From an optimization exercise on the open Yosys and OpenROAD flow, aimed at small area; shortcuts taken in it are not production practice.
The RTL was checked by simulation tests, not by an equivalence proof against the original design.
No driver is modelled on the clock port, so clock power and skew are understated where the tree is cut down; a real chip needs a root buffer or a tree.

==> job 2481 <==
// ball
module ball ( input Clk, Reset, frame_clk,
              input [15:0] keycode,
              input [9:0] DrawX, DrawY,
              output logic [9:0] ballX, ballY,
              output left_out, attack_out );
  logic fcd;
  logic [9:0] X, Y;
  logic mv, ax, ng, left, attack;
  wire [9:0] Xn, Yn;
  wire mvn, axn, ngn, leftn, attackn;
  ball_next u_next(.X(X), .Y(Y), .mv(mv), .ax(ax), .ng(ng), .left(left), .attack(attack),
                   .fcd(fcd), .frame_clk(frame_clk), .Reset(Reset), .k(keycode[7:0]),
                   .Xn(Xn), .Yn(Yn), .mvn(mvn), .axn(axn), .ngn(ngn),
                   .leftn(leftn), .attackn(attackn));
  always_ff @(posedge Clk) begin
    fcd <= frame_clk;
    X <= Xn; Y <= Yn;
    mv <= mvn; ax <= axn; ng <= ngn;
    left <= leftn; attack <= attackn;
  end
  assign ballX = X; assign ballY = Y;
  assign left_out = left; assign attack_out = attack;
endmodule
clock: 10.0 ns
lec_check: 0
abc_area: 1
cap_margin: 20
core_margin: 2
core_utilization: 40
slew_margin: 20
standard.sh (not shown) runs the stock make flow with config.mk's settings and CLKGATE_MAP_FILE= SYNTH_SCRIPT=/design/flow/synth_recipe.tcl, a recipe that flattens the netlist after the stock synthesis.
==> flow/flow/run.sh <==
#!/bin/bash
# Own layout flow: the standard flow (standard.sh) with these changes:
#  - synthesis: the standard flow's synthesis script unchanged, except that ABC's cell mapping uses
#    flow/area.abc (area-oriented mapping) instead of ORFS's abc_area.script,
#    and yosys's full/half-adder extraction is off (ADDER_MAP_FILE empty), so ABC maps
#    all of the logic;
#  - placement: the port buffers are the smallest buffer cell (buf_1);
#  - clock tree: after CTS, flow/clock_trim.tcl leaves one clock buffer driving all registers.
# Registers, their names and cells are the standard synthesis's.
set -euo pipefail
here=$(pwd)
{ head -n 1 synth_recipe.tcl; cat flow/abc_override.tcl; tail -n +2 synth_recipe.tcl; } > my_synth.tcl
sed "s#SYNTH_SCRIPT=[^ ]*synth_recipe.tcl#SYNTH_SCRIPT=$here/my_synth.tcl#" standard.sh > my_standard.sh
grep -q "SYNTH_SCRIPT=$here/my_synth.tcl" my_standard.sh
export MY_ABC_SCRIPT=$here/flow/area.abc
export ADDER_MAP_FILE=
export BUFFER_PORTS_ARGS="-buffer_cell sky130_fd_sc_hd__buf_1"
bash my_standard.sh cts > flow_to_cts.log 2>&1
cts_odb=$here/orfs/results/$FLOW_PLATFORM/ball/base/4_cts.odb
cp "$cts_odb" "$here/4_cts_before_trim.odb"
TRIM_ODB="$cts_odb" FLOW_CLK_PORT=Clk openroad -no_init -exit $here/flow/clock_trim.tcl > clock_trim.log 2>&1 || true
bash my_standard.sh > flow.log 2>&1
==> flow/flow/clock_trim.tcl <==
# After CTS: the clock tree of this small design becomes a single buffer. The root clock
# buffer (the only cell the clock port drives) drives every register's clock pin directly;
# the sink-cluster buffers and CTS's dummy loads are removed. All registers keep the same
# clock arrival (one buffer stage); the clock port still drives only the root buffer, which
# becomes a clkbuf_16.
set odb_file $::env(TRIM_ODB)
read_db $odb_file
set block [ord::get_db_block]
set clk_port_net [$block findNet $::env(FLOW_CLK_PORT)]
set roots {}
foreach it [$clk_port_net getITerms] { lappend roots [$it getInst] }
if { [llength $roots] != 1 } { puts "clock_trim: clock port drives [llength $roots] cells, leaving the tree as it is"; exit 0 }
set root [lindex $roots 0]
set root_out [[$root findITerm X] getNet]
set dead_insts {}
set dead_nets {}
foreach it [$root_out getITerms] {
  set inst [$it getInst]
  if { $inst == $root } { continue }
  set mname [[$inst getMaster] getName]
  if { [string match "*clkbuf*" $mname] || [string match "*clkinv*" $mname] } {
    set out_it [$inst findITerm X]
    if { $out_it == "NULL" || $out_it == "" } { set out_it [$inst findITerm Y] }
    if { $out_it != "NULL" && $out_it != "" } {
      set leaf_net [$out_it getNet]
      if { $leaf_net != "NULL" && $leaf_net != "" } {
        foreach lit [$leaf_net getITerms] {
          set li [$lit getInst]
          if { $li == $inst } { continue }
          set lm [[$li getMaster] getName]
          $lit disconnect
          if { [string match "*clkbuf*" $lm] || [string match "*clkinv*" $lm] } {
            lappend dead_insts $li
          } else {
            $lit connect $root_out
          }
        }
        lappend dead_nets $leaf_net
      }
    }
    lappend dead_insts $inst
  }
}
set n 0
foreach i [lsort -unique $dead_insts] { odb::dbInst_destroy $i; incr n }
foreach net [lsort -unique $dead_nets] { odb::dbNet_destroy $net }
# the single buffer drives all the registers: make it the strongest clock buffer and legalise
set db [ord::get_db]
set big [$db findMaster sky130_fd_sc_hd__clkbuf_16]
$root swapMaster $big
detailed_placement
check_placement
set sinks 0
foreach it [$root_out getITerms] { incr sinks }
puts "clock_trim: removed $n clock cells; root [$root getName] ([[$root getMaster] getName]) now has [expr {$sinks - 1}] sinks"
write_db $odb_file
Other scripts of this flow, unchanged in this note and not shown: flow/flow/abc_override.tcl, flow/flow/area.abc
==> job 2101 (differences from job 2481) <==
==> flow/flow/run.sh (replaced) <==
#!/bin/bash
# Own layout flow: the standard flow (standard.sh) with two changes:
#  - synthesis: the standard flow's synthesis script unchanged, except that ABC's cell mapping uses
#    flow/area.abc (area-oriented mapping) instead of ORFS's abc_area.script;
#    and yosys's full/half-adder extraction is off (ADDER_MAP_FILE empty), so ABC maps
#    all of the logic;
#  - placement: the port buffers are the smallest buffer cell (buf_1).
# Registers, their names and cells are the standard synthesis's.
set -euo pipefail
here=$(pwd)
{ head -n 1 synth_recipe.tcl; cat flow/abc_override.tcl; tail -n +2 synth_recipe.tcl; } > my_synth.tcl
sed "s#SYNTH_SCRIPT=[^ ]*synth_recipe.tcl#SYNTH_SCRIPT=$here/my_synth.tcl#" standard.sh > my_standard.sh
grep -q "SYNTH_SCRIPT=$here/my_synth.tcl" my_standard.sh
export MY_ABC_SCRIPT=$here/flow/area.abc
export ADDER_MAP_FILE=
export BUFFER_PORTS_ARGS="-buffer_cell sky130_fd_sc_hd__buf_1"
bash my_standard.sh > flow.log 2>&1
removed: flow/flow/clock_trim.tcl
==> run summary <==
- Critical path depth is the same in job 2481 and job 2101.
- In job 2101 the register-to-register slack is higher than in job 2481, by 0.04 ns.
- Job 2481 ran to the end with no violations. Job 2101 finished with timing, DRC and antenna clean.
- In synthesized area, job 2101 and job 2481 do not differ.
- In job 2481 the first-iteration DRC count is higher than in job 2101, by 17%.

re-timing with driven ports:
No port has a modelled driver above. Below, the same layouts with a new extraction and two added sets of constraints. Step 1: set_driving_cell puts a clkbuf_16 on Clk and a buf_2 on each other input, an assumption about the parent block. Step 2 times the ports against the registers' clock, not the clock port: input delays grow and output delays shrink by t, the midpoint of the rising clock arrivals with the driver on. Slacks: ideal / step 1 / step 2; pairs: ideal / step 1.
| run | t (ns) | setup slack, ns | slew at the worst register clock pin (ns) | worst data-port slew with drivers (ns) | cell pins on the clock port's net |
|---|---|---|---|---|---|
| job 2481 | 0.211 | 5.482 / 5.482 / 5.364 | 0.12 / 0.12 | 0.03 | 1 |
| job 2101 | 0.311 | 5.527 / 5.527 / 5.365 | 0.11 / 0.11 | 0.03 | 1 |
After both steps setup and hold are still met in every run listed. For job 2101, which loses most, drivers alone change the setup slack by 0.000 ns; drivers and shift together by -0.162 ns.
